Source: an optimization exercise on an open RTL-to-GDS flow (aim: small area). Production flows keep margins and buffers that such runs may drop.
In this exercise RTL edits were held to simulation tests only and were not proved equivalent to the original.
Power is estimated from default activity; no workload was simulated.

<file path="design/flow/design.v">
module segments_lut(input [4:0] score, output [13:0] segments);
    reg[13:0] seg;
    assign segments = seg;
    always @(score) begin
        case(score)
            5'd0  : seg = 14'b00000000111111;
            5'd1  : seg = 14'b00000000000011;
            5'd2  : seg = 14'b00000001101101;
            5'd3  : seg = 14'b00000001100111;
            5'd4  : seg = 14'b00000001010011;
            5'd5  : seg = 14'b00000001110110;
            5'd6  : seg = 14'b00000001111110;
            5'd7  : seg = 14'b00000000100011;
            5'd8  : seg = 14'b00000001111111;
            5'd9  : seg = 14'b00000001110111;
            5'd10 : seg = 14'b00000110111111;
            5'd11 : seg = 14'b00000110000011;
            5'd12 : seg = 14'b00000111101101;
            5'd13 : seg = 14'b00000111100111;
            5'd14 : seg = 14'b00000111010011;
            5'd15 : seg = 14'b00000111110110;
            5'd16 : seg = 14'b00000111111110;
            5'd17 : seg = 14'b00000110100011;
            5'd18 : seg = 14'b00000111111111;
            5'd19 : seg = 14'b00000111110111;
            5'd20 : seg = 14'b11011010111111;
            5'd21 : seg = 14'b11011010000011;
            5'd22 : seg = 14'b11011011101101;
            5'd23 : seg = 14'b11011011100111;
            5'd24 : seg = 14'b11011011010011;
            5'd25 : seg = 14'b11011011110110;
            5'd26 : seg = 14'b11011011111110;
            5'd27 : seg = 14'b11011010100011;
            5'd28 : seg = 14'b11011011111111;
            5'd29 : seg = 14'b11011011110111;
            5'd30 : seg = 14'b11001110111111;
            5'd31 : seg = 14'b11001110000011;
            default: seg = 7'b00000001111000;
        endcase
    end
endmodule
module video_encoder(input        clk, rst,
                                  bat_size,
                                  p1_win,
                                  p2_win,
                                  turn,
                                  start_state,
                     input [1:0]  mode,
                     input [4:0]  p1_score,
                                  p2_score,
                     input [9:0] p1_y,
                                  p2_y,
                                  ball_x,
                                  ball_y,
                                  x,
                                  y,
                     output       px_data);
    localparam LB = 20,     
               RB = 620,    
               TB = 20,     
               BB = 460,    
               thick = 6;  
    reg ML_ff , ML_nxt ,   
        FBL_ff, FBL_nxt,   
        FBR_ff, FBR_nxt,   
        SQ_ff , SQ_nxt ,   
        P1_ff , P1_nxt ,   
        P1F_ff, P1F_nxt,   
        P2_ff , P2_nxt ,   
        P2F_ff, P2F_nxt,   
        P2S_ff, P2S_nxt;   
    reg [5:0] size_ff, size_nxt;  
    wire [13:0] scl, scr;
    reg px_data_ff, px_data_nxt;
    assign px_data = px_data_ff;
    segments_lut segl(p1_score, scl);
    segments_lut segr(p2_score, scr);
    function automatic [2:0] column;
        input [9:0] tlx;
        input [6:0] size, size2, size3, size4, size5;
        begin
            if(x >= tlx && x < tlx + size) begin
                column = 0;
            end else
            if(x >= tlx + size && x < tlx + size2) begin
                column = 1;
            end else
            if(x >= tlx + size2 && x < tlx + size3) begin
                column = 2;
            end else
            if(x >= tlx + size3 && x < tlx + size4) begin
                column = 3;
            end else
            if(x >= tlx + size4 && x < tlx + size5) begin
                column = 4;
            end else column = 5;
        end
    endfunction
    function automatic letter_data;
        input [9:0] tlx, tly, x, y;
        input [4:0] letter;
        input [3:0] size;
        reg [0:29] seg;
        reg [6:0] size2, size3, size4, size5, size6;
        reg[2:0] col;
        letter_data = 1'b0;
        begin
            case(letter)
                5'd0  : seg = 30'b01110_10001_11111_10001_10001_10001;  
                5'd1  : seg = 30'b11110_10001_11110_10001_10001_11110;  
                5'd2  : seg = 30'b01110_10001_10000_10000_10001_01110;  
                5'd3  : seg = 30'b11110_10001_10001_10001_10001_11110;  
                5'd4  : seg = 30'b11111_10000_11100_10000_10000_11111;  
                5'd5  : seg = 30'b11111_10000_11100_10000_10000_10000;  
                5'd6  : seg = 30'b01110_10001_10000_10011_10001_01110;  
                5'd7  : seg = 30'b10001_10001_10001_11111_10001_10001;  
                5'd8  : seg = 30'b01110_00100_00100_00100_00100_01110;  
                5'd9  : seg = 30'b00010_00010_00010_00010_01010_00100;  
                5'd10 : seg = 30'b10001_10010_11100_10010_10001_10001;  
                5'd11 : seg = 30'b10000_10000_10000_10000_10000_11111;  
                5'd12 : seg = 30'b10001_11011_10101_10001_10001_10001;  
                5'd13 : seg = 30'b10001_11001_10101_10011_10001_10001;  
                5'd14 : seg = 30'b01110_10001_10001_10001_10001_01110;  
                5'd15 : seg = 30'b11110_10001_11110_10000_10000_10000;  
                5'd16 : seg = 30'b01100_10010_10010_10010_10010_01101;  
                5'd17 : seg = 30'b11110_10001_11110_10100_10010_10001;  
                5'd18 : seg = 30'b01111_10000_01110_00001_00001_11110;  
                5'd19 : seg = 30'b11111_00100_00100_00100_00100_00100;  
                5'd20 : seg = 30'b10001_10001_10001_10001_10001_01110;  
                5'd21 : seg = 30'b10001_10001_10001_01010_01010_00100;  
                5'd22 : seg = 30'b10001_10001_10001_10101_10101_01010;  
                5'd23 : seg = 30'b10001_01010_00100_01010_10001_10001;  
                5'd24 : seg = 30'b10001_01010_00100_00100_00100_00100;  
                5'd25 : seg = 30'b11111_00010_00100_01000_10000_11111;  
                5'd26 : seg = 30'b10000_10000_10000_10000_00000_10000;  
                5'd27 : seg = 30'b00100_01010_00010_00100_00000_00100;  
                5'd28 : seg = 30'b00000_00000_00000_00000_00000_00100;  
                5'd29 : seg = 30'b00000_00000_01110_00000_00000_00000;  
                5'd30 : seg = 30'b00100_01100_10100_00100_00100_00100;  
                5'd31 : seg = 30'b01110_10001_00010_00100_01000_11111;  
                default: seg = 30'b00000_00000_00000_00000_00000_00000;
            endcase
            size2 = size  + size;
            size3 = size2 + size;
            size4 = size3 + size;
            size5 = size4 + size;
            size6 = size5 + size;
            col = column(tlx, size, size2, size3, size4, size5);
            if(col != 5) begin
                if(y >= tly && y < tly + size ) begin
                    if(seg[col]) letter_data = 1'b1;
                end
                if(y >= tly + size  && y < tly + size2) begin
                    if(seg[5 + col]) letter_data = 1'b1;
                end
                if(y >= tly + size2 && y < tly + size3) begin
                    if(seg[10 + col]) letter_data = 1'b1;
                end
                if(y >= tly + size3 && y < tly + size4) begin
                    if(seg[15 + col]) letter_data = 1'b1;
                end
                if(y >= tly + size4 && y < tly + size5) begin
                    if(seg[20 + col]) letter_data = 1'b1;
                end
                if(y >= tly + size5 && y < tly + size6) begin
                    if(seg[25 + col]) letter_data = 1'b1;
                end
            end
        end
    endfunction
    always @* begin
        ML_nxt  = ML_ff ;
        FBL_nxt = FBL_ff;
        FBR_nxt = FBR_ff;
        SQ_nxt  = SQ_ff ;
        P1_nxt  = P1_ff ;
        P1F_nxt = P1F_ff;
        P2_nxt  = P2_ff ;
        P2F_nxt = P2F_ff;
        P2S_nxt = P2S_ff;
        size_nxt = size_ff;
        px_data_nxt = 1'b0;
        case(mode)
            2'b00 : begin  
                ML_nxt  = 1'b1;
                FBL_nxt = 1'b0;
                FBR_nxt = 1'b0;
                SQ_nxt  = 1'b0;
                P1_nxt  = 1'b1;
                P1F_nxt = 1'b0;
                P2_nxt  = 1'b1;
                P2F_nxt = 1'b0;
                P2S_nxt = 1'b0;
            end
            2'b01 : begin  
                ML_nxt  = 1'b1;
                FBL_nxt = 1'b1;
                FBR_nxt = 1'b1;
                SQ_nxt  = 1'b0;
                P1_nxt  = 1'b1;
                P1F_nxt = 1'b1;
                P2_nxt  = 1'b1;
                P2F_nxt = 1'b1;
                P2S_nxt = 1'b0;
            end
            2'b10 : begin  
                ML_nxt  = 1'b0;
                FBL_nxt = 1'b1;
                FBR_nxt = 1'b0;
                SQ_nxt  = 1'b1;
                P1_nxt  = 1'b0;
                P1F_nxt = 1'b1;
                P2_nxt  = 1'b0;
                P2F_nxt = 1'b0;
                P2S_nxt = 1'b1;
            end
            2'b11 : begin  
                ML_nxt  = 1'b0;
                FBL_nxt = 1'b1;
                FBR_nxt = 1'b0;
                SQ_nxt  = 1'b1;
                P1_nxt  = 1'b0;
                P1F_nxt = 1'b1;
                P2_nxt  = 1'b0;
                P2F_nxt = 1'b0;
                P2S_nxt = 1'b0;
            end
        endcase
        if(x >= LB && x < RB) begin
            if((y >= TB && y < TB + thick) || (y < BB && y >= BB - thick)) begin
                px_data_nxt = 1'b1;
            end
        end
        if(ML_ff) begin
            if(x >= 317 && x <= 323) begin
                if(   (y >= 36 && y < 46) ||
                      (y >= 56 && y < 66) ||
                      (y >= 76 && y < 86) ||
                    (y >=  96 && y < 106) ||
                    (y >= 116 && y < 126) ||
                    (y >= 136 && y < 146) ||
                    (y >= 156 && y < 166) ||
                    (y >= 176 && y < 186) ||
                    (y >= 196 && y < 206) ||
                    (y >= 216 && y < 226) ||
                    (y >= 235 && y < 245) ||
                    (y >= 254 && y < 264) ||
                    (y >= 274 && y < 284) ||
                    (y >= 294 && y < 304) ||
                    (y >= 314 && y < 324) ||
                    (y >= 334 && y < 344) ||
                    (y >= 354 && y < 364) ||
                    (y >= 374 && y < 384) ||
                    (y >= 394 && y < 404) ||
                    (y >= 414 && y < 424) ||
                    (y >= 434 && y < 444)
                ) begin
                    px_data_nxt = 1'b1;
                end
            end
        end
        if(FBL_ff) begin
            if(x >= LB && x < LB + thick) begin
                if((y >= TB && y < 130) || (y >= 350 && y < BB)) begin
                    px_data_nxt = 1'b1;
                end
            end
        end
        if(FBR_ff) begin
            if(x >= RB - thick && x < RB) begin
                if((y >= TB && y < 130) || (y >= 350 && y < BB)) begin
                    px_data_nxt = 1'b1;
                end
            end
        end
        if(SQ_ff) begin
            if(x >= LB && x < LB + thick) begin
                if(y >= 130 && y < 350) begin
                    px_data_nxt = 1'b1;
                end
            end
        end
        if(bat_size) begin
            size_nxt = 6'd15;
        end else begin
            size_nxt = 6'd25;
        end
        if(y >= p1_y - size_ff && y < p1_y + size_ff) begin
            if(P1_ff && x >= 40 && x < 46) begin
                px_data_nxt = 1'b1;
            end
            if(P1F_ff && x >= 484 && x < 490) begin
                px_data_nxt = 1'b1;
            end
        end
        if(y >= p2_y - size_ff && y < p2_y + size_ff) begin
            if(P2_ff && x >= 594 && x < 600) begin
                px_data_nxt = 1'b1;
            end
            if(P2F_ff && x >= 150 && x < 156) begin
                px_data_nxt = 1'b1;
            end
            if(P2S_ff && (x == 500 || x == 501 || x == 504 || x == 505)) begin
                px_data_nxt = 1'b1;
            end
        end
        if(x >= ball_x - 4 && x < ball_x + 4) begin
            if(y >= ball_y - 4 && y < ball_y + 4) begin
                px_data_nxt = 1'b1;
            end
        end
        if(x >= 282 && x < 300) begin
            if(y >= 50 && y <= 56) begin
                if(scl[5]) begin
                    px_data_nxt = 1'b1;
                end
            end
            if(y >= 62 && y <= 68) begin
                if(scl[6]) begin
                    px_data_nxt = 1'b1;
                end
            end
            if(y >= 74 && y <= 80) begin
                if(scl[2]) begin
                    px_data_nxt = 1'b1;
                end
            end
        end
        if(x >= 282 && x < 288) begin
            if(y >= 50 && y < 68) begin
                if(scl[4]) begin
                    px_data_nxt = 1'b1;
                end
            end
            if(y >= 62 && y < 80) begin
                if(scl[3]) begin
                    px_data_nxt = 1'b1;
                end
            end
        end
        if(x >= 294 && x < 300) begin
            if(y >= 50 && y < 68) begin
                if(scl[0]) begin
                    px_data_nxt = 1'b1;
                end
            end
            if(y >= 62 && y < 80) begin
                if(scl[1]) begin
                    px_data_nxt = 1'b1;
                end
            end
        end
        if(x >= 258 && x < 276) begin
            if(y >= 50 && y <= 56) begin
                if(scl[12]) begin
                    px_data_nxt = 1'b1;
                end
            end
            if(y >= 62 && y <= 68) begin
                if(scl[13]) begin
                    px_data_nxt = 1'b1;
                end
            end
            if(y >= 74 && y <= 80) begin
                if(scl[9]) begin
                    px_data_nxt = 1'b1;
                end
            end
        end
        if(x >= 258 && x < 264) begin
            if(y >= 50 && y < 68) begin
                if(scl[11]) begin
                    px_data_nxt = 1'b1;
                end
            end
            if(y >= 62 && y < 80) begin
                if(scl[10]) begin
                    px_data_nxt = 1'b1;
                end
            end
        end
        if(x >= 270 && x < 276) begin
            if(y >= 50 && y < 68) begin
                if(scl[7]) begin
                    px_data_nxt = 1'b1;
                end
            end
            if(y >= 62 && y < 80) begin
                if(scl[8]) begin
                    px_data_nxt = 1'b1;
                end
            end
        end
        if(x >= 340 && x < 358) begin
            if(y >= 50 && y <= 56) begin
                if(scr[12]) begin
                    px_data_nxt = 1'b1;
                end
            end
            if(y >= 62 && y <= 68) begin
                if(scr[13]) begin
                    px_data_nxt = 1'b1;
                end
            end
            if(y >= 74 && y <= 80) begin
                if(scr[9]) begin
                    px_data_nxt = 1'b1;
                end
            end
        end
        if(x >= 340 && x < 346) begin
            if(y >= 50 && y < 68) begin
                if(scr[11]) begin
                    px_data_nxt = 1'b1;
                end
            end
            if(y >= 62 && y < 80) begin
                if(scr[10]) begin
                    px_data_nxt = 1'b1;
                end
            end
        end
        if(x >= 352 && x < 358) begin
            if(y >= 50 && y < 68) begin
                if(scr[7]) begin
                    px_data_nxt = 1'b1;
                end
            end
            if(y >= 62 && y < 80) begin
                if(scr[8]) begin
                    px_data_nxt = 1'b1;
                end
            end
        end
        if(x >= 364 && x < 382) begin
            if(y >= 50 && y <= 56) begin
                if(scr[5]) begin
                    px_data_nxt = 1'b1;
                end
            end
            if(y >= 62 && y <= 68) begin
                if(scr[6]) begin
                    px_data_nxt = 1'b1;
                end
            end
            if(y >= 74 && y <= 80) begin
                if(scr[2]) begin
                    px_data_nxt = 1'b1;
                end
            end
        end
        if(x >= 364 && x < 370) begin
            if(y >= 50 && y < 68) begin
                if(scr[4]) begin
                    px_data_nxt = 1'b1;
                end
            end
            if(y >= 62 && y < 80) begin
                if(scr[3]) begin
                    px_data_nxt = 1'b1;
                end
            end
        end
        if(x >= 376 && x < 382) begin
            if(y >= 50 && y < 68) begin
                if(scr[0]) begin
                    px_data_nxt = 1'b1;
                end
            end
            if(y >= 62 && y < 80) begin
                if(scr[1]) begin
                    px_data_nxt = 1'b1;
                end
            end
        end
        if(mode == 2'b10) begin
            if(x >= 550  && x < 570 && y >= 50 && y < 70) px_data_nxt = letter_data(10'd550 , 10'd50, x, y, 5'd15, 4'd3);
            if(x >= 570  && x < 590 && y >= 50 && y < 70) begin
                if(!turn) begin
                    px_data_nxt = letter_data(10'd570 , 10'd50, x, y, 5'd30, 4'd3);
                end else begin
                    px_data_nxt = letter_data(10'd570 , 10'd50, x, y, 5'd31, 4'd3);
                end
            end                 
        end
        if(p1_win || p2_win) begin
            if(x >= 120 && x < 160 && y >= 190 && y < 240) px_data_nxt = letter_data(10'd120, 10'd190, x, y, 5'd24, 4'd6);
            if(x >= 160 && x < 200 && y >= 190 && y < 240) px_data_nxt = letter_data(10'd160, 10'd190, x, y, 5'd14, 4'd6);
            if(x >= 200 && x < 240 && y >= 190 && y < 240) px_data_nxt = letter_data(10'd200, 10'd190, x, y, 5'd20, 4'd6);
            if(p1_win) begin
                if(x >= 114 && x < 154 && y >= 240 && y < 290) px_data_nxt = letter_data(10'd114, 10'd240, x, y, 5'd22, 4'd6);
                if(x >= 154 && x < 194 && y >= 240 && y < 290) px_data_nxt = letter_data(10'd154, 10'd240, x, y, 5'd8,  4'd6);
                if(x >= 194 && x < 234 && y >= 240 && y < 290) px_data_nxt = letter_data(10'd194, 10'd240, x, y, 5'd13, 4'd6);
                if(x >= 234 && x < 274 && y >= 240 && y < 290) px_data_nxt = letter_data(10'd234, 10'd240, x, y, 5'd26, 4'd6);
            end else begin
                if(x >=  92 && x < 132 && y >= 240 && y < 290) px_data_nxt = letter_data(10'd92 , 10'd240, x, y, 5'd11, 4'd6);
                if(x >= 132 && x < 172 && y >= 240 && y < 290) px_data_nxt = letter_data(10'd132, 10'd240, x, y, 5'd14, 4'd6);
                if(x >= 172 && x < 212 && y >= 240 && y < 290) px_data_nxt = letter_data(10'd172, 10'd240, x, y, 5'd18, 4'd6);
                if(x >= 212 && x < 252 && y >= 240 && y < 290) px_data_nxt = letter_data(10'd212, 10'd240, x, y, 5'd4,  4'd6);
                if(x >= 252 && x < 292 && y >= 240 && y < 290) px_data_nxt = letter_data(10'd252, 10'd240, x, y, 5'd26, 4'd6);
            end
            if(mode != 2'b11) begin
                if(x >= 410 && x < 450 && y >= 190 && y < 240) px_data_nxt = letter_data(10'd410, 10'd190, x, y, 5'd24, 4'd6);
                if(x >= 450 && x < 490 && y >= 190 && y < 240) px_data_nxt = letter_data(10'd450, 10'd190, x, y, 5'd14, 4'd6);
                if(x >= 490 && x < 530 && y >= 190 && y < 240) px_data_nxt = letter_data(10'd490, 10'd190, x, y, 5'd20, 4'd6);
                if(p2_win) begin
                    if(x >= 404 && x < 444 && y >= 240 && y < 290) px_data_nxt = letter_data(10'd404, 10'd240, x, y, 5'd22, 4'd6);
                    if(x >= 444 && x < 484 && y >= 240 && y < 290) px_data_nxt = letter_data(10'd444, 10'd240, x, y, 5'd8,  4'd6);
                    if(x >= 484 && x < 524 && y >= 240 && y < 290) px_data_nxt = letter_data(10'd484, 10'd240, x, y, 5'd13, 4'd6);
                    if(x >= 524 && x < 564 && y >= 240 && y < 290) px_data_nxt = letter_data(10'd524, 10'd240, x, y, 5'd26, 4'd6);
                end else begin
                    if(x >= 382 && x < 422 && y >= 240 && y < 290) px_data_nxt = letter_data(10'd382, 10'd240, x, y, 5'd11, 4'd6);
                    if(x >= 422 && x < 462 && y >= 240 && y < 290) px_data_nxt = letter_data(10'd422, 10'd240, x, y, 5'd14, 4'd6);
                    if(x >= 462 && x < 502 && y >= 240 && y < 290) px_data_nxt = letter_data(10'd462, 10'd240, x, y, 5'd18, 4'd6);
                    if(x >= 502 && x < 542 && y >= 240 && y < 290) px_data_nxt = letter_data(10'd502, 10'd240, x, y, 5'd4,  4'd6);
                    if(x >= 542 && x < 582 && y >= 240 && y < 290) px_data_nxt = letter_data(10'd542, 10'd240, x, y, 5'd26, 4'd6);
                end
            end
        end
        if(start_state) begin
            if(x >= 70  && x < 85  && y >= 380 && y < 400) px_data_nxt = letter_data(10'd70 , 10'd380, x, y, 5'd15, 4'd2);
            if(x >= 85  && x < 100 && y >= 380 && y < 400) px_data_nxt = letter_data(10'd85 , 10'd380, x, y, 5'd17, 4'd2);
            if(x >= 100 && x < 115 && y >= 380 && y < 400) px_data_nxt = letter_data(10'd100, 10'd380, x, y, 5'd4 , 4'd2);
            if(x >= 115 && x < 130 && y >= 380 && y < 400) px_data_nxt = letter_data(10'd115, 10'd380, x, y, 5'd18, 4'd2);
            if(x >= 130 && x < 145 && y >= 380 && y < 400) px_data_nxt = letter_data(10'd130, 10'd380, x, y, 5'd18, 4'd2);
            if(x >= 160 && x < 175 && y >= 380 && y < 400) px_data_nxt = letter_data(10'd160, 10'd380, x, y, 5'd18, 4'd2);
            if(x >= 175 && x < 190 && y >= 380 && y < 400) px_data_nxt = letter_data(10'd175, 10'd380, x, y, 5'd19, 4'd2);
            if(x >= 190 && x < 205 && y >= 380 && y < 400) px_data_nxt = letter_data(10'd190, 10'd380, x, y, 5'd0 , 4'd2);
            if(x >= 205 && x < 220 && y >= 380 && y < 400) px_data_nxt = letter_data(10'd205, 10'd380, x, y, 5'd17, 4'd2);
            if(x >= 220 && x < 235 && y >= 380 && y < 400) px_data_nxt = letter_data(10'd220, 10'd380, x, y, 5'd19, 4'd2);
        end         
    end     
    always @(posedge clk or posedge rst) begin
        if(rst) begin
            ML_ff      <= 1'b0;
            FBL_ff     <= 1'b0;
            FBR_ff     <= 1'b0;
            SQ_ff      <= 1'b0;
            P1_ff      <= 1'b0;
            P1F_ff     <= 1'b0;
            P2_ff      <= 1'b0;
            P2F_ff     <= 1'b0;
            P2S_ff     <= 1'b0;
            size_ff    <= 6'd0;
            px_data_ff <= 1'b0;
        end else begin
            ML_ff      <= ML_nxt;
            FBL_ff     <= FBL_nxt;
            FBR_ff     <= FBR_nxt;
            SQ_ff      <= SQ_nxt;
            P1_ff      <= P1_nxt;
            P1F_ff     <= P1F_nxt;
            P2_ff      <= P2_nxt;
            P2F_ff     <= P2F_nxt;
            P2S_ff     <= P2S_nxt;
            size_ff    <= size_nxt;
            px_data_ff <= px_data_nxt;
        end
    end
endmodule
module color_module(
    input         clk, rst,
                  px_data,
                  enable,
    input   [1:0] mode,
    input  [9:0] x, y,
    output [29:0] color_data);
    reg [29:0] color_data_ff, color_data_nxt;
    assign color_data = color_data_ff;
    always @* begin
        color_data_nxt = color_data_ff;
        if(mode == 1'b00) begin  
            if(!px_data) begin
                color_data_nxt = 30'b1101000000_0101000000_0011000000;
            end else color_data_nxt = 30'b1111111111_1111111111_1111111111;
        end else if(mode == 1'b01) begin  
            if(!px_data) begin
                if(x > 0   && x <  80 ||
                   x > 160 && x < 240 ||
                   x > 320 && x < 400 ||
                   x > 480 && x < 560) begin
                    color_data_nxt = 30'b0010000000_1000000000_0010000000;
                   end else color_data_nxt = 30'b0000000000_0110000000_0000000000;
            end else color_data_nxt = 30'b1111111111_1111111111_1111111111;
        end else begin  
            if(!px_data) begin
                if(x % 10 == 0) begin  
                    color_data_nxt = 30'b1010000000_0110000000_0010000000;
                end else color_data_nxt = 30'b1100000000_1000000000_0100000000;  
                if((x/10)%2) begin  
                    if(y == 120 || y == 240 || y == 360) begin
                        color_data_nxt = 30'b1010000000_0110000000_0010000000;
                    end
                end else begin
                    if(y == 60 || y == 180 || y == 300 || y == 420) begin
                        color_data_nxt = 30'b1010000000_0110000000_0010000000;
                    end
                end
            end else color_data_nxt = 30'b1111111111_1111111111_1111111111;
        end
    end
    always @(posedge clk or posedge rst) begin
        if(rst) begin
            color_data_ff <= 30'b0000000000_0000000000_0000000000;
        end else if(enable) begin
            color_data_ff <= color_data_nxt;
        end else if(px_data) begin
            color_data_ff <= 30'b1111111111_1111111111_1111111111;
        end else begin
            color_data_ff <= 1'b0000000000_0000000000_0000000000;
        end
    end
endmodule
`timescale 1ns/1ns
module vga_controller(input clk, px_en, rst, input[29:0] px_data, output[9:0] px_h, px_v, 
                        output[9:0] RED, GRN, BLU, output HSYNC, VSYNC);
    reg hs_ff, hs_nxt, vs_ff, vs_nxt;
    reg[9:0] hcount_ff, hcount_nxt;
    reg[9:0] vcount_ff, vcount_nxt;
    wire[11:0] h_total = 12'd800, v_total = 12'd525;
    wire[9:0] h_data = 10'd640, v_data = 10'd480;
    wire[7:0] h_fp = 8'd16, h_bp = 8'd48, h_pw = 8'd96, v_fp = 8'd10, v_bp = 8'd33, v_pw = 8'd2;
    wire polarity = 1'b1;
    assign RED = (hcount_ff < h_data && vcount_ff < v_data) ? px_data[29:20] : 10'd0;
    assign GRN = (hcount_ff < h_data && vcount_ff < v_data) ? px_data[19:10] : 10'd0;
    assign BLU = (hcount_ff < h_data && vcount_ff < v_data) ? px_data[9:0]   : 10'd0;
    assign HSYNC = hs_ff;
    assign VSYNC = vs_ff;
    assign px_h = hcount_ff < h_data ? hcount_ff : 1'b0;
    assign px_v = vcount_ff < v_data ? vcount_ff : 1'b0;
    always @* begin
        hs_nxt = hs_ff;
        vs_nxt = vs_ff;
        hcount_nxt = hcount_ff + 10'd1;
        vcount_nxt = vcount_ff;
        if(hcount_ff == h_total - 1) begin
            hcount_nxt = 10'd0;
            vcount_nxt = vcount_ff + 10'd1;
        end
        if(hcount_ff == h_data + h_fp - 1) begin
            hs_nxt = !polarity;
        end
        if(hcount_ff == h_data + h_fp + h_pw - 1) begin
            hs_nxt = polarity;
        end
        if(vcount_ff == v_total - 1) begin
            vcount_nxt = 10'd0;
        end
        if(vcount_ff == v_data + v_fp - 1) begin
            vs_nxt = !polarity;
        end
        if(vcount_ff == v_data + v_fp + v_pw - 1) begin
            vs_nxt = polarity;
        end
    end
    always @(posedge clk or posedge rst) begin
        if(rst) begin
            hs_ff <= 1'b1;
            vs_ff <= 1'b1;
            hcount_ff <= 10'd0;
            vcount_ff <= 10'd0;
        end else if(px_en) begin
            hs_ff <= hs_nxt;
            vs_ff <= vs_nxt;
            hcount_ff <= hcount_nxt;
            vcount_ff <= vcount_nxt;
        end
    end
endmodule
module clk_divider(input clk, rst, output px_clk);
    reg px_clk_ff, px_clk_nxt;
    assign px_clk = px_clk_ff;
    always @* begin
        px_clk_nxt = ~px_clk_ff;
    end
    always @(posedge clk or posedge rst) begin
        if(rst) begin
            px_clk_ff <= 1'b0;
        end else begin
            px_clk_ff <= px_clk_nxt;
        end
    end
endmodule
module adc_reader(input clk, rst, input[8:0] adc, output sel, output[9:0] p1_y, p2_y);
    reg[9:0] p1_ff, p1_nxt, p2_ff, p2_nxt;
    reg sel_ff, sel_nxt;
    reg[4:0] counter_ff, counter_nxt;  
    assign p1_y = p1_ff;
    assign p2_y = p2_ff;
    assign sel = sel_ff;
    always @* begin
        sel_nxt = sel_ff;
        p1_nxt = p1_ff;
        p2_nxt = p2_ff;
        counter_nxt = counter_ff + 5'd1;
        if(!counter_ff) begin
            sel_nxt = sel_ff + 1'b1;  
            if(sel_ff) begin
                p2_nxt[8:0] = adc;
                p2_nxt[9] = 1'b0;
            end else begin
                p1_nxt[8:0] = adc;
                p1_nxt[9] = 1'b0;
            end
        end
    end
    always @(posedge clk or posedge rst) begin
        if(rst) begin
            p1_ff <= 9'd240;
            p2_ff <= 9'd240;
            sel_ff <= 1'b0;
            counter_ff <= 5'd1;
        end else begin
            p1_ff <= p1_nxt;
            p2_ff <= p2_nxt;
            sel_ff <= sel_nxt;
            counter_ff <= counter_nxt;
        end
    end
endmodule
module paddle_controller(input clk, rst, p, m, bat_size, output[9:0] p2_y);
    reg [3:0] counter_ff, counter_nxt;  
    reg [9:0] p2_ff, p2_nxt;
    assign p2_y = p2_ff;
    always @* begin
        p2_nxt = p2_ff;
        counter_nxt = counter_ff + 4'd1;
        if(!counter_ff) begin
            if(!p) begin
                p2_nxt = p2_ff + 10'd1;
            end
            if(!m) begin
                p2_nxt = p2_ff - 10'd1;
            end
        end
        if(bat_size) begin
            if(p2_ff < 10'd40)  p2_nxt = 10'd40;
            if(p2_ff > 10'd440) p2_nxt = 10'd440;
        end else begin
            if(p2_ff < 10'd50)  p2_nxt = 10'd50;
            if(p2_ff > 10'd430) p2_nxt = 10'd430;
        end
    end
    always @(posedge clk or posedge rst) begin
        if(rst) begin
            p2_ff <= 10'd240;
            counter_ff <= 4'd1;
        end else begin
            p2_ff <= p2_nxt;
            counter_ff <= counter_nxt;
        end
    end
endmodule
module heading_detect(input clk, rst, input [9:0] x, y, output xh, yh);
    reg xh_ff, xh_nxt, yh_ff, yh_nxt;
    reg [9:0] x_ff, x_nxt, y_ff, y_nxt;
    assign xh = xh_ff;
    assign yh = yh_ff;
    always @* begin
        x_nxt = x;
        y_nxt = y;
        if(x < x_ff)
            xh_nxt = 1'b0;
        else if(x > x_ff)
            xh_nxt = 1'b1;
        else  xh_nxt = xh_ff;
        if(y < y_ff)
            yh_nxt = 1'b0;
        else if(y > y_ff)
            yh_nxt = 1'b1;
        else  yh_nxt = yh_ff;
    end
    always @(posedge clk or posedge rst) begin
        if(rst) begin
            xh_ff <= 1'b1;
            yh_ff <= 1'b1;
            x_ff <= 10'd60;
            y_ff <= 10'd60;
        end else begin
            xh_ff <= xh_nxt;
            yh_ff <= yh_nxt;
            x_ff <= x_nxt;
            y_ff <= y_nxt;
        end
    end
endmodule
module auto_player(
    input clk, rst, en,
          turn, hit, wall,   
          start_state, 
          hard_mode,         
          xh, yh,            
    input [1:0] mode,        
    input [9:0] bx, by, py,  
    output p, m              
);
reg p_ff, p_nxt,  
    m_ff, m_nxt;  
reg [4:0] err_count_ff, err_count_nxt;
reg [5:0] error_ff, error_nxt;
reg wall_ff, wall_nxt;
assign p = p_ff;
assign m = m_ff;
always @* begin
    p_nxt = p_ff;
    m_nxt = m_ff;
    err_count_nxt = err_count_ff;
    error_nxt = error_ff;
    wall_nxt = wall_ff;
    if(!hard_mode) begin
        if(hit || (mode == 2'b10 && wall)) err_count_nxt = err_count_ff + 5'd1;
    end else err_count_nxt = 1'b0;
    if(start_state) begin
        wall_nxt = 1'b0;
    end
    if(wall) begin
        wall_nxt = 1'b1;
    end
    case(err_count_ff)
        5'd0  : error_nxt = 6'd0;
        5'd1  : error_nxt = 6'd5;
        5'd2  : error_nxt = 6'd26;
        5'd3  : error_nxt = 6'd29;
        5'd4  : error_nxt = 6'd0;
        5'd5  : error_nxt = 6'd30;
        5'd6  : error_nxt = 6'd26;
        5'd7  : error_nxt = 6'd28;
        5'd8  : error_nxt = 6'd5;
        5'd9  : error_nxt = 6'd7;
        5'd10 : error_nxt = 6'd40;
        5'd11 : error_nxt = 6'd26;
        5'd12 : error_nxt = 6'd24;
        5'd13 : error_nxt = 6'd19;
        5'd14 : error_nxt = 6'd29;
        5'd15 : error_nxt = 6'd26;
        5'd16 : error_nxt = 6'd31;
        5'd17 : error_nxt = 6'd5;
        5'd18 : error_nxt = 6'd28;
        5'd19 : error_nxt = 6'd31;
        5'd20 : error_nxt = 6'd27;
        5'd21 : error_nxt = 6'd0;
        5'd22 : error_nxt = 6'd17;
        5'd23 : error_nxt = 6'd31;
        5'd24 : error_nxt = 6'd26;
        5'd25 : error_nxt = 6'd27;
        5'd26 : error_nxt = 6'd26;
        5'd27 : error_nxt = 6'd28;
        5'd28 : error_nxt = 6'd31;
        5'd29 : error_nxt = 6'd34;
        5'd30 : error_nxt = 6'd8;
        5'd31 : error_nxt = 6'd26;
        default: error_nxt = 6'd0;
    endcase
    if((mode == 2'b00 && xh) || (mode == 2'b01 && wall_ff) || (mode == 2'b10 && turn)) begin  
            if(py < by - error_ff) begin
                p_nxt = 1'b0;
                m_nxt = 1'b1;
            end else if(py > by + error_ff) begin
                p_nxt = 1'b1;
                m_nxt = 1'b0;
            end else begin
                p_nxt = 1'b1;
                m_nxt = 1'b1;
            end
    end else begin  
        p_nxt = 1'b1;
        m_nxt = 1'b1; 
    end
end
always @(posedge clk or posedge rst) begin
    if(rst) begin
        p_ff <= 1'b0;
        m_ff <= 1'b0;
        err_count_ff <= 5'd0;
        error_ff <= 6'd0;
        wall_ff <= 1'b0;
    end else if(en) begin
        p_ff <= p_nxt;
        m_ff <= m_nxt;
        err_count_ff <= err_count_nxt;
        error_ff <= error_nxt;
        wall_ff <= wall_nxt;
    end else begin
        p_ff <= 1'b1;
        m_ff <= 1'b1;
    end
end
endmodule
module sound_output(input clk, rst, hit, wall, goal, output sound);
    reg hit_ff , wall_ff , goal_ff,
        hit_nxt, wall_nxt, goal_nxt,
        sound_ff, sound_nxt;
    reg [12:0] counter_ff, counter_nxt;  
    reg [5:0] pulse_ff, pulse_nxt;  
    assign sound = sound_ff;
    always @* begin
        counter_nxt = counter_ff + 13'd1;
        hit_nxt = hit_ff;
        wall_nxt = wall_ff;
        goal_nxt = goal_ff;
        sound_nxt = sound_ff;
        pulse_nxt = 6'd1;
        if(hit) hit_nxt = 1'b1;
        if(wall) wall_nxt = 1'b1;
        if(goal) goal_nxt = 1'b1;
        if(hit || wall || goal) counter_nxt = 13'b1;
        if(!counter_ff) begin
            hit_nxt = 1'b0;
            wall_nxt = 1'b0;
            goal_nxt = 1'b0;
        end
        if(hit_ff || wall_ff || goal_ff) begin
            pulse_nxt = pulse_ff + 6'd1;
            if(hit_ff) begin
                if(pulse_ff == 6'd25)
                    pulse_nxt = 6'd0;
            end
            if(wall_ff) begin
                if(pulse_ff == 6'd50)
                    pulse_nxt = 6'd0;
            end
            if(goal_ff) begin
                if(pulse_ff == 6'd13)
                    pulse_nxt = 6'd0;
            end
            if(!pulse_ff) begin
                sound_nxt = ~sound_ff;
            end
        end else sound_nxt = 1'b0;
    end
    always @(posedge clk or posedge rst) begin
        if(rst) begin
            counter_ff <= 13'd0;
            hit_ff <= 1'b0;
            wall_ff <= 1'b0;
            goal_ff <= 1'b0;
            sound_ff <= 1'b0;
            pulse_ff <= 6'd1;
        end else begin
            counter_ff <= counter_nxt;
            hit_ff <= hit_nxt;
            wall_ff <= wall_nxt;
            goal_ff <= goal_nxt;
            sound_ff <= sound_nxt;
            pulse_ff <= pulse_nxt;
        end
    end
endmodule
module game_controller( input clk, rst,     
                        input  [9:0] p1_in,        
                                      p2_in,       
                        input  [1:0]  mode,        
                                      max_score,   
                        input         ball_speed,  
                                      serve_type,  
                                      angle,       
                                      bat_size,    
                                      restart,     
                                      start,       
                        output        p1_win,      
                                      p2_win,      
                                      turn,        
                                      start_state, 
                                      hit,         
                                      wall,        
                                      goal,        
                        output [1:0]  mode_out,    
                        output [4:0]  p1_score,    
                                      p2_score,    
                        output [9:0]  ball_x,      
                                      ball_y);     
    localparam[1:0] START = 2'b00,
                    GAME  = 2'b01,
                    SERVE = 2'b10,
                    ENDG  = 2'b11;
    reg [1:0] state_ff, state_nxt;
    reg [1:0] mode_ff, mode_nxt;
    reg start_state_ff;
    reg hit_ff, hit_nxt, wall_ff, wall_nxt, goal_ff, goal_nxt;
    reg [9:0] x_ff, x_nxt, y_ff, y_nxt;  
    reg xh_ff, xh_nxt, yh_ff, yh_nxt;     
    reg [3:0] counter_ff, counter_nxt;   
    reg mini_counter_ff, mini_counter_nxt;
    reg ball_en_ff, ball_en_nxt;
    reg [4:0] rand_pos_ff, rand_pos_nxt;
    reg [1:0] move_counter_ff, move_counter_nxt;
    reg [4:0] p1_score_ff, p1_score_nxt, p2_score_ff, p2_score_nxt;  
    reg turn_ff, turn_nxt;  
    reg [4:0] win_score;
    reg win1_ff, win1_nxt, win2_ff, win2_nxt;
    reg [4:0] bat;
    assign mode_out = mode_ff;
    assign start_state = start_state_ff;
    assign hit = hit_ff;
    assign wall = wall_ff;
    assign goal = goal_ff;
    assign p1_win = win1_ff;
    assign p2_win = win2_ff;
    assign turn = turn_ff;
    assign p1_score = p1_score_ff;
    assign p2_score = p2_score_ff;
    assign ball_x = x_ff;
    assign ball_y = y_ff;
    function [1:0] angles;
        input [4:0] pos;
        case(pos)
            5'd0  : angles = 2'd0;
            5'd1  : angles = 2'd1;
            5'd2  : angles = 2'd2;
            5'd3  : angles = 2'd1;
            5'd4  : angles = 2'd2;
            5'd5  : angles = 2'd0;
            5'd6  : angles = 2'd0;
            5'd7  : angles = 2'd2;
            5'd8  : angles = 2'd1;
            5'd9  : angles = 2'd0;
            5'd10 : angles = 2'd1;
            5'd11 : angles = 2'd0;
            5'd12 : angles = 2'd1;
            5'd13 : angles = 2'd2;
            5'd14 : angles = 2'd2;
            5'd15 : angles = 2'd0;
            5'd16 : angles = 2'd2;
            5'd17 : angles = 2'd1;
            5'd18 : angles = 2'd2;
            5'd19 : angles = 2'd0;
            5'd20 : angles = 2'd0;
            5'd21 : angles = 2'd2;
            5'd22 : angles = 2'd1;
            5'd23 : angles = 2'd0;
            5'd24 : angles = 2'd1;
            5'd25 : angles = 2'd0;
            5'd26 : angles = 2'd2;
            5'd27 : angles = 2'd1;
            5'd28 : angles = 2'd1;
            5'd29 : angles = 2'd0;
            5'd30 : angles = 2'd0;
            5'd31 : angles = 2'd2;
            default : angles = 2'd0;
        endcase
    endfunction
    always @* begin
        state_nxt = state_ff;
        mode_nxt = mode_ff;
        hit_nxt = 1'b0;
        wall_nxt = 1'b0;
        goal_nxt = 1'b0;
        p1_score_nxt = p1_score_ff;
        p2_score_nxt = p2_score_ff;
        turn_nxt = turn_ff;
        win1_nxt = win1_ff;
        win2_nxt = win2_ff;
        counter_nxt = counter_ff + 4'd1;
        mini_counter_nxt = mini_counter_ff;
        move_counter_nxt = move_counter_ff;
        rand_pos_nxt = rand_pos_ff;
        x_nxt = x_ff;
        y_nxt = y_ff;
        xh_nxt = xh_ff;
        yh_nxt = yh_ff;
        ball_en_nxt = ball_en_ff;
        case(state_ff)
            START : begin
                mode_nxt = mode;
                p1_score_nxt = 5'b0;
                p2_score_nxt = 5'b0;
                win1_nxt = 1'b0;
                win2_nxt = 1'b0;
                x_nxt = 10'd60;
                y_nxt = 10'd60;
                xh_nxt = 1'b1;
                yh_nxt = 1'b1;
                ball_en_nxt = 1'b0;
                turn_nxt = 1'b0;
                if(start) state_nxt = GAME;
            end
            GAME  : begin
                ball_en_nxt = 1'b1;
            end
            SERVE : begin
                ball_en_nxt = 1'b0;
                if(p1_score_ff >= win_score || p2_score_ff >= win_score) begin
                    state_nxt = ENDG;
                    if(p1_score_ff > p2_score_ff)
                        win1_nxt = 1'b1;
                    else win2_nxt = 1'b1;
                end else if(serve_type) state_nxt = GAME;
            end
            ENDG  : begin
                ball_en_nxt = 1'b1;
                if(restart) state_nxt = START;
            end
        endcase
        if(!counter_ff) begin
            mini_counter_nxt = mini_counter_ff + 1'b1;
        end
        if((!mini_counter_ff || ball_speed) && !counter_ff && ball_en_ff) begin
            move_counter_nxt = move_counter_ff + 1'b1;
            if(xh_ff) begin  
                x_nxt = x_ff + 10'd1;
            end else begin
                x_nxt = x_ff - 10'd1;
            end
            if(!angle || move_counter_ff == angles(rand_pos_ff)) begin
                move_counter_nxt = 2'b00;
                if(yh_ff) begin
                    y_nxt = y_ff + 10'd1;
                end else begin
                    y_nxt = y_ff - 10'd1;
                end
            end
        end
        case(mode_ff)
            2'b00 : begin  
                if(x_ff <= 10'd15) begin
                    xh_nxt = 1'b1;
                    x_nxt = 10'd160;
                    p2_score_nxt = p2_score_ff + 5'd1;
                    if(state_ff == GAME) state_nxt = SERVE;
                    goal_nxt = 1'b1;
                end
                if(x_ff >= 10'd625) begin
                    xh_nxt = 1'b0;
                    x_nxt = 10'd480;
                    p1_score_nxt = p1_score_ff + 5'd1;
                    if(state_ff == GAME) state_nxt = SERVE;
                    goal_nxt = 1'b1;
                end
            end
            2'b01 : begin  
                if(x_ff <= 10'd30) begin
                    if(!(y_ff >= 10'd134 && y_ff <= 10'd344)) begin
                        xh_nxt = 1'b1;
                        x_nxt = 10'd31;
                        wall_nxt = 1'b1;
                    end else if(x_ff <= 10'd15) begin
                        xh_nxt = 1'b1;
                        x_nxt = 10'd160;
                        p2_score_nxt = p2_score_ff + 5'd1;
                        if(state_ff == GAME) state_nxt = SERVE;
                        goal_nxt = 1'b1;
                    end
                end
                if(x_ff >= 10'd610) begin
                    if(!(y_ff >= 10'd134 && y_ff <= 10'd344)) begin
                        xh_nxt = 1'b0;
                        x_nxt = 10'd609;
                        wall_nxt = 1'b1;
                    end else if(x_ff >= 10'd625) begin
                        xh_nxt = 1'b0;
                        x_nxt = 10'd480;
                        p1_score_nxt = p1_score_ff + 5'd1;
                        if(state_ff == GAME) state_nxt = SERVE;
                        goal_nxt = 1'b1;
                    end
                end
            end
            2'b10 : begin  
                if(x_ff <= 10'd30) begin
                    xh_nxt = 1'b1;
                    x_nxt = 10'd31;
                    rand_pos_nxt = rand_pos_ff + 2'd1;
                    wall_nxt = 1'b1;
                end
                if(x_ff >= 625) begin
                    x_nxt = 10'd100;
                    goal_nxt = 1'b1;
                    if(turn_ff) begin
                        p1_score_nxt = p1_score_ff + 5'd1;
                        if(state_ff == GAME) state_nxt = SERVE;
                    end else begin
                        p2_score_nxt = p2_score_ff + 5'd1;
                        if(state_ff == GAME) state_nxt = SERVE;
                    end
                end
            end
            2'b11 : begin  
                if(x_ff <= 10'd30) begin
                    xh_nxt = 1'b1;
                    x_nxt = 10'd31;
                    rand_pos_nxt = rand_pos_ff + 2'd1;
                    wall_nxt = 1'b1;
                end
                if(x_ff >= 10'd625) begin
                    x_nxt = 10'd100;
                    p2_score_nxt = p2_score_ff + 5'd1;
                    if(state_ff == GAME) state_nxt = SERVE;
                    goal_nxt = 1'b1;
                end
            end
        endcase
        if(mode_ff== 2'b00 || mode_ff== 2'b01) begin  
            if(x_ff >= 10'd40 && x_ff < 10'd49 && y_ff >= p1_in - 4 - bat && y_ff <= p1_in + 4 + bat) begin
                xh_nxt = 1'b1;
                x_nxt = 10'd50;
                rand_pos_nxt = rand_pos_ff + 2'd1;
                hit_nxt = 1'b1;
            end
            if(x_ff >= 10'd591 && x_ff < 10'd600 && y_ff >= p2_in - 4 - bat && y_ff <= p2_in + 4 + bat) begin
                xh_nxt = 1'b0;
                x_nxt = 10'd590;
                rand_pos_nxt = rand_pos_ff + 2'd1;
                hit_nxt = 1'b1;
            end
        end
        if(mode_ff== 2'b01) begin  
            if(x_ff >= 10'd484 && x_ff < 10'd494 && y_ff >= p1_in - 4 - bat && y_ff <= p1_in + 4 + bat) begin
                xh_nxt = 1'b1;
                x_nxt = 10'd495;
                rand_pos_nxt = rand_pos_ff + 2'd1;
                hit_nxt = 1'b1;
                if(y_ff < 10'd240) begin
                    yh_nxt = 1'b1;
                end else begin
                    yh_nxt = 1'b0;
                end
            end
            if(x_ff >= 10'd146 && x_ff < 10'd156 && y_ff >= p2_in - 4 - bat && y_ff <= p2_in + 4 + bat) begin
                xh_nxt = 1'b0;
                x_nxt = 10'd145;
                rand_pos_nxt = rand_pos_ff + 2'd1;
                hit_nxt = 1'b1;
                if(y_ff < 10'd240) begin
                    yh_nxt = 1'b1;
                end else begin
                    yh_nxt = 1'b0;
                end
            end
        end
        if(mode_ff== 2'b10) begin  
            if(x_ff >= 10'd496 && x_ff < 10'd506 && y_ff >= p2_in - 4 - bat && y_ff <= p2_in + 4 + bat && turn_ff) begin
                xh_nxt = 1'b0;
                x_nxt = 10'd479;
                rand_pos_nxt = rand_pos_ff + 2'd1;
                turn_nxt = turn_ff + 1'b1;
                hit_nxt = 1'b1;
            end
        end
        if(mode_ff== 2'b10 || mode_ff== 2'b11) begin  
            if(x_ff >= 10'd480 && x_ff < 10'd490 && y_ff >= p1_in - 4 - bat && y_ff <= p1_in + 4 + bat && !turn_ff) begin
                xh_nxt = 1'b0;
                x_nxt = 10'd479;
                rand_pos_nxt = rand_pos_ff + 2'd1;
                if(mode == 2'b10) turn_nxt = turn_ff + 1'b1;
                if(mode_ff== 2'b11) begin
                    p1_score_nxt = p1_score_ff + 5'd1;
                    if(p1_score_ff >= max_score) state_nxt = SERVE;
                end
                hit_nxt = 1'b1;
            end
        end
        if(y_ff <= 10'd30) begin
            yh_nxt = 1'b1;
            y_nxt = 10'd31;
            wall_nxt = 1'b1;
        end
        if(y_ff >= 10'd450) begin
            yh_nxt = 1'b0;
            y_nxt = 10'd445;
            wall_nxt = 1'b1;
        end
    end
    always @(posedge clk or posedge rst) begin
        if(rst) begin 
            state_ff <= START;
            mode_ff <= 2'b00;
            start_state_ff <= 1'b0;
            hit_ff <= 1'b0;
            wall_ff <= 1'b0;
            goal_ff <= 1'b0;
            p1_score_ff <= 5'd0;
            p2_score_ff <= 5'd0;
            turn_ff <= 1'b0;
            win_score <= 5'd10;
            win1_ff <= 1'b0;
            win2_ff <= 1'b0;
            counter_ff <= 4'd1;
            mini_counter_ff <= 1'b1;
            move_counter_ff <= 1'b1;
            rand_pos_ff <= 5'd0;
            x_ff <= 10'd60;
            y_ff <= 10'd60;
            xh_ff <= 1'b1;
            yh_ff <= 1'b1;
            ball_en_ff <= 1'b0;
            bat <= 5'd25;
        end else begin
            state_ff <= state_nxt;
            mode_ff <= mode_nxt;
            if(state_ff != ENDG) begin
                p1_score_ff <= p1_score_nxt;
                p2_score_ff <= p2_score_nxt;
            end
            if(state_ff == START)
                start_state_ff <= 1'b1;
            else start_state_ff <= 1'b0;
            if(state_ff != ENDG) begin
                hit_ff <= hit_nxt;
                wall_ff <= wall_nxt;
                goal_ff <= goal_nxt;
            end else begin
                hit_ff <= 1'b0;
                wall_ff <= 1'b0;
                goal_ff <= 1'b0;
            end
            win1_ff <= win1_nxt;
            win2_ff <= win2_nxt;
            turn_ff <= turn_nxt;
            counter_ff <= counter_nxt;
            mini_counter_ff <= mini_counter_nxt;
            move_counter_ff <= move_counter_nxt;
            rand_pos_ff <= rand_pos_nxt;
            x_ff <= x_nxt;
            y_ff <= y_nxt;
            xh_ff <= xh_nxt;
            yh_ff <= yh_nxt;
            ball_en_ff <= ball_en_nxt;
            if(bat_size) begin
                bat <= 5'd15;
            end else begin
                bat <= 5'd25;
            end
            case(max_score)
            2'b00 : win_score <= 5'd10;
            2'b01 : win_score <= 5'd15;
            2'b10 : win_score <= 5'd20;
            2'b11 : win_score <= 5'd30;
        endcase
        end
    end
endmodule
module top(input clk, rst, ball_speed, serve_type, angle, bat_size, restart, start, en_color, auto, hard_mode, input[3:0] mode, max_score, input[8:0] adc, output sel, size, output sound, output [9:0] RED, GRN, BLU, output HSYNC, VSYNC, px_clk, blank);
    wire [9:0] x, y, p1_y, p2_y, bx, by;
    reg [9:0] p2_y_ff;
    wire px_data_out;
    wire [29:0] px_data_in;
    wire [4:0] score1, score2;
    wire p1_win, p2_win, turn, start_state, hit, wall, goal;
    wire p2p, p2m, xh, yh;
    wire [1:0] game_mode;
    reg[1:0] mode_in, score_in;
    wire [9:0] ap2_y, pp2_y;
    assign blank = 1'b1;
    assign size = bat_size;
    assign p2_y = p2_y_ff;
    always @(posedge clk) begin
        if(auto) p2_y_ff <= ap2_y;
        else p2_y_ff <= pp2_y;
    end
    always @(posedge clk or posedge rst) begin
        if(rst) begin
            mode_in <= 2'b00;
            score_in <= 2'b00;
        end else begin
        if(mode[0]) mode_in <= 2'b00;
        if(mode[1]) mode_in <= 2'b01;
        if(mode[2]) mode_in <= 2'b10;
        if(mode[3]) mode_in <= 2'b11;
        if(max_score[0]) score_in <= 2'b00;
        if(max_score[1]) score_in <= 2'b01;
        if(max_score[2]) score_in <= 2'b10;
        if(max_score[3]) score_in <= 2'b11;
        end
    end
    paddle_controller pctrl(clk, rst, p2p, p2m, bat_size, ap2_y);
    heading_detect heading_detect(clk, rst, bx, by, xh, yh);
    auto_player auto_player(clk, rst, auto, turn, hit, wall, start_state, hard_mode, xh, yh, game_mode, bx, by, ap2_y, p2p, p2m);
    adc_reader adc_reader(clk, rst, adc, sel, p1_y, pp2_y);
    clk_divider clk_divider(clk, rst, px_clk);
    sound_output sound_output(clk, rst, hit, wall, goal, sound);
    game_controller game_controller(clk, rst, p1_y, p2_y, mode_in, score_in, ball_speed, serve_type, angle, bat_size, restart, start, p1_win, p2_win, turn, start_state, hit, wall, goal, game_mode, score1, score2, bx, by);
    video_encoder video_encoder(clk, rst, bat_size, p1_win, p2_win, turn, start_state, game_mode, score1, score2, p1_y, p2_y, bx, by, x, y, px_data_out);
    color_module color_module(clk, rst, px_data_out, en_color, game_mode, x, y, px_data_in);
    vga_controller vga_controller(clk, ~px_clk, rst, px_data_in, x, y, RED, GRN, BLU, HSYNC, VSYNC);
endmodule
</file>
<file path="design/flow/run.sh">
#!/bin/bash
# synth_recipe.tcl (not shown) runs the flow's synth.tcl, then flattens the netlist and writes it again
# the make line also repeats each setting of config.mk as NAME=value (left out here)
make -C /OpenROAD-flow-scripts/flow DESIGN_CONFIG=/design/flow/config.mk WORK_HOME=/design/flow/orfs CLKGATE_MAP_FILE= SYNTH_SCRIPT=/design/flow/synth_recipe.tcl finish
</file>
<file path="design/flow/config.mk">
export PLATFORM = sky130hd
export DESIGN_NAME = top
export DESIGN_NICKNAME = top
export VERILOG_FILES = /design/flow/design.v
export SDC_FILE = /design/flow/constraint.sdc
export NUM_CORES = 4
export LEC_CHECK = 0
export ABC_AREA = 1
export CAP_MARGIN = 20
export CORE_MARGIN = 2
export CORE_UTILIZATION = 40
export PLACE_DENSITY = 0.6
export SLEW_MARGIN = 20
</file>
<file path="design/flow/constraint.sdc">
create_clock -name core_clock -period 10.0 [get_ports {clk}]
set_input_delay 2.0000 -clock core_clock [delete_from_list [all_inputs] [get_ports {clk}]]
set_output_delay 2.0000 -clock core_clock [all_outputs]
set_load 0.01 [all_outputs]
</file>
==> impl_metrics.env <==
export IMPL_status="timing/DRC/antenna clean"
export IMPL_finalClockSkew_ns=0.0223
export IMPL_r2r_end="video_encoder.px_data_ff$_DFF_PP0_"
export IMPL_routedWlPerCell_um=18.5
export IMPL_cp_end_kind="register"
export IMPL_core_area_mm2=0.116
export IMPL_p_comb_share_pct=54.4
export IMPL_min_period_ns=8.54
export IMPL_drive_above_1_share_pct=4.43
export IMPL_clkTransAtPathRegs_ns=0.06
export IMPL_yosys_warnings=12
export IMPL_rsz0062_at_grt="false"
export IMPL_fill_cells=12450
export IMPL_final_common_cell="nand2_1"
export IMPL_drc_errors=0
export IMPL_gr_total_overflow=0
export IMPL_clk_path_buf_depth=3
export IMPL_worst_slack_ns=1.46
export IMPL_postLayoutCellArea_mm2=0.0501
export IMPL_ir_worst_vdd_mv=0.154
export IMPL_initial_core_util_pct=40.3
export IMPL_gp_congestion=1.03
export IMPL_hold_class="reg -> reg"
export IMPL_ctsHoldBuffers=0
export IMPL_die_area_mm2=0.120
export IMPL_cp_start_kind="register"
export IMPL_arrival_ns=8.98
export IMPL_slew_viol_final=0
export IMPL_synth_async_sr_flop_share_pct=95.1
export IMPL_yosysSeqAreaShare_pct=10.8
export IMPL_fmax_mhz=117
export IMPL_setup_viol=0
export IMPL_syn_to_final_growth_pct=6.91
export IMPL_cts_buffers=27
export IMPL_grt_max_degree=119
export IMPL_synth_top_flop_cell="dfrtp_1"
export IMPL_detailed_place_hpwl_mm=133
export IMPL_cp_data_required_time_ns=10.45
export IMPL_switching_power_mw=2.58
export IMPL_grt_pass1_wl_mm=258
export IMPL_final_seq_area_mm2=0.00508
export IMPL_crit_path_end="video_encoder.px_data_ff$_DFF_PP0_"
export IMPL_crit_family="simple AND/OR/NAND/NOR gates"
export IMPL_vias=49651
export IMPL_vias_per_cell=5.60
export IMPL_synth_seq_cells=203
export IMPL_rows=125
export IMPL_grt_pass1_vias=46303
export IMPL_critical_path_class="reg -> reg"
export IMPL_ctsResizeCount=0
export IMPL_pwr_density_cell_mw_per_mm2=106
export IMPL_first_pass_iters=6
export IMPL_synth_top_area_share_pct=23.1
export IMPL_crit_fanout=23
export IMPL_cts_tree="done"
export IMPL_power_total_mw=5.33
export IMPL_fp_dieH_um=346
export IMPL_slew_limit_headroom_pct=26.4
export IMPL_slowest_delay_ns=0.58
export IMPL_multi_input_area_mm2=0.0367
export IMPL_crit_start="vga_controller.hcount_ff[8]$_DFFE_PP0N_"
export IMPL_critical_path_depth=69
export IMPL_fp_dieW_um=346
export IMPL_leakagePower_nw=25.3
export IMPL_drtIter0Drc=4222
export IMPL_cts_sinks=203
export IMPL_synthCells=7302
export IMPL_swShare_pct=48.5
export IMPL_cpMostUsedCell="nand2_1"
export IMPL_syn_area_per_cell_um2=6.41
export IMPL_setup_tns_ns=0
export IMPL_worstSkewPairLatency_ns=0.59
export IMPL_synth_top_area_cell="ha_1"
export IMPL_critPathSlowestCell="nor2_4"
export IMPL_clock_power_share_pct=19.6
export IMPL_rr_worst_depth=69
export IMPL_antenna_found_initial=6
export IMPL_tightest_slew_ns=1.10
export IMPL_maxCapViolations=0
export IMPL_root_buffer="clkbuf_16"
export IMPL_finalCritPeriodShare_pct=85.4
export IMPL_htreeDepth=1
export IMPL_syn_area_mm2=0.0468
export IMPL_synth_area_top_cells="ha_1, nand2_1, inv_1"
export IMPL_hold_viol=0
export IMPL_ios=65
export IMPL_reg2reg_slack_ns=1.46
export IMPL_rr_startpoint="vga_controller.hcount_ff[8]$_DFFE_PP0N_"
export IMPL_portBuffers=63
export IMPL_ant_nets=0
export IMPL_placed_cell_area_mm2=0.0491
export IMPL_crit_buf_inv=4
export IMPL_nets=8225
export IMPL_synth_edf_count=0
export IMPL_intPower_mw=2.74
export IMPL_wl_mm=164
export IMPL_pwr_share_seq_pct=26.0
export IMPL_track_usage_pct=26.3
export IMPL_synth_cell_types=93
export IMPL_layout_common_cells="nand2_1, inv_1, ha_1, nor2_1, o21ai_0"
export IMPL_post_place_ws_ns=1.73
export IMPL_cts_setup_buffers=0
sequential cells by signal (all words and copies together), names as in the netlist, 6 cells and up:
register / cells
adc_reader.p1_ff: 9
sound_output.counter_ff: 13
adc_reader.p2_ff: 9
pctrl.p2_ff: 10
color_module.color_data_ff: 10
vga_controller.hcount_ff: 10
sound_output.pulse_ff: 6
p2_y_ff: 10
heading_detect.x_ff: 10
game_controller.x_ff: 10
auto_player.error_ff: 6
game_controller.y_ff: 10
vga_controller.vcount_ff: 10
cells in the mapped netlist (all sizes together), types with 47 or more instances:
cell type  count
nand2       1436
inv         1200
ha           865
nor2         680
o21ai        632
nand3        452
a21oi        440
xor2         217
dfrtp        156
nor3         143
o211ai       133
xnor2        106
nand4         87
clkbuf        70
a31oi         61
o31ai         48
buf           47
power by group through the flow:
stage | sequential, mW | combinational, mW | clock (mW)
2_1_floorplan | 1.20 | 2.17 | 0
3_3_place_gp | 1.39 | 2.81 | 0
3_5_place_dp | 1.39 | 2.85 | 0
4_1_cts | 1.38 | 2.87 | 1.07
5_1_grt | 1.41 | 3.31 | 1.09
6_report | 1.39 | 2.90 | 1.04
layout make-up:
class	instances	share of cell area (%)
clock inverter	19	0.450
antenna	1	0.00500
tap	1524	3.81
sequential	203	10.1
multi-input combinational	5781	73.3
clock buffer	31	1.42
inverter	1208	9.08
timing repair buffer	99	1.80
through the flow:
step,cells,utilization [%],hold slack [ns]
after CTS,8865,43.1,0.459
after detailed placement,8815,42.3,0.446
after global routing,8865,43.1,0.469
after global placement,8815,42.3,0.445
after floorplan,7309,-,0.376
final,8866,43.1,0.453
worst register-to-register path, delay by kind of cell, from the launching register on:
family	cells	cell delay [ns]
DFF	1	0.57
AOI/OAI and AO/OA	8	1.20
adders and majority gates	3	0.93
buffers and inverters	4	0.61
and+or+nand+nor	54	5.15
cell families (layout without fill, tap and decap cells):
logic type	count (synthesis)	after routing	synth area share (%)
and+or+nand+nor	2910	2910	26.9
AOI/OAI and AO/OA	1654	1654	21.4
buffers and inverters	1325	1357	10.9
adders and majority gates	877	877	23.6
xor gates and xnor gates	323	323	6.09
DFF	203	203	10.8
muxes	8	8	0.184
other	2	10	0.0160
metal layers:
metal / global-route usage (%) / up-vias / wire [um]
li1: - / 24572 / -
met1: 36.5 / 23129 / 75800
met2: 42.5 / 1647 / 71500
met3: 2.91 / 299 / 10800
met4: 8.25 / 4 / 5780
met5: 0 / - / 27
how the worst min path moves through the flow:
stage                                      start                                endpoint  slack, ns  cells past startpoint
2_1_floorplan  game_controller.x_ff[9]$_DFF_PP0_        heading_detect.x_ff[9]$_DFF_PP0_       0.38                      0
3_3_place_gp             score_in[1]$_DFFE_PP0P_  game_controller.win_score[4]$_DFF_PP0_       0.44                      0
3_5_place_dp             score_in[1]$_DFFE_PP0P_  game_controller.win_score[4]$_DFF_PP0_       0.45                      0
4_1_cts                  score_in[1]$_DFFE_PP0P_  game_controller.win_score[4]$_DFF_PP0_       0.46                      0
5_1_grt        game_controller.x_ff[3]$_DFF_PP1_        heading_detect.x_ff[3]$_DFF_PP1_       0.47                      0
6_report                 score_in[1]$_DFFE_PP0P_  game_controller.win_score[4]$_DFF_PP0_       0.45                      0

[what the ideal ports hide]
The results above use ideal ports. As a check the final layout listed here was re-extracted and re-timed, cells and wires unchanged. Step 1 assumes that a clkbuf_16 drives the clock port and a buf_2 every other input. Step 2 adds t to the input delays and takes it off the output delays; t is the mean of the earliest and latest rising clock arrival at the registers after step 1. Input paths then give back, and output paths get back, about the clock's delay inside the block. Three values: ideal, step 1, step 2; two values: the first two.
shift t [ns]: 0.643
setup slack, ns: 1.465 / 1.465 / 1.465
latest minus earliest clock arrival (ns): 0.022 / 0.023
slew at the worst register clock pin (ns): 0.07 / 0.07
worst slew at a driven data input, ns: 0.04
After both steps this run still meets setup and hold. The setup slack of this run moves by 0.000 ns with the drivers and by 0.000 ns with both steps.
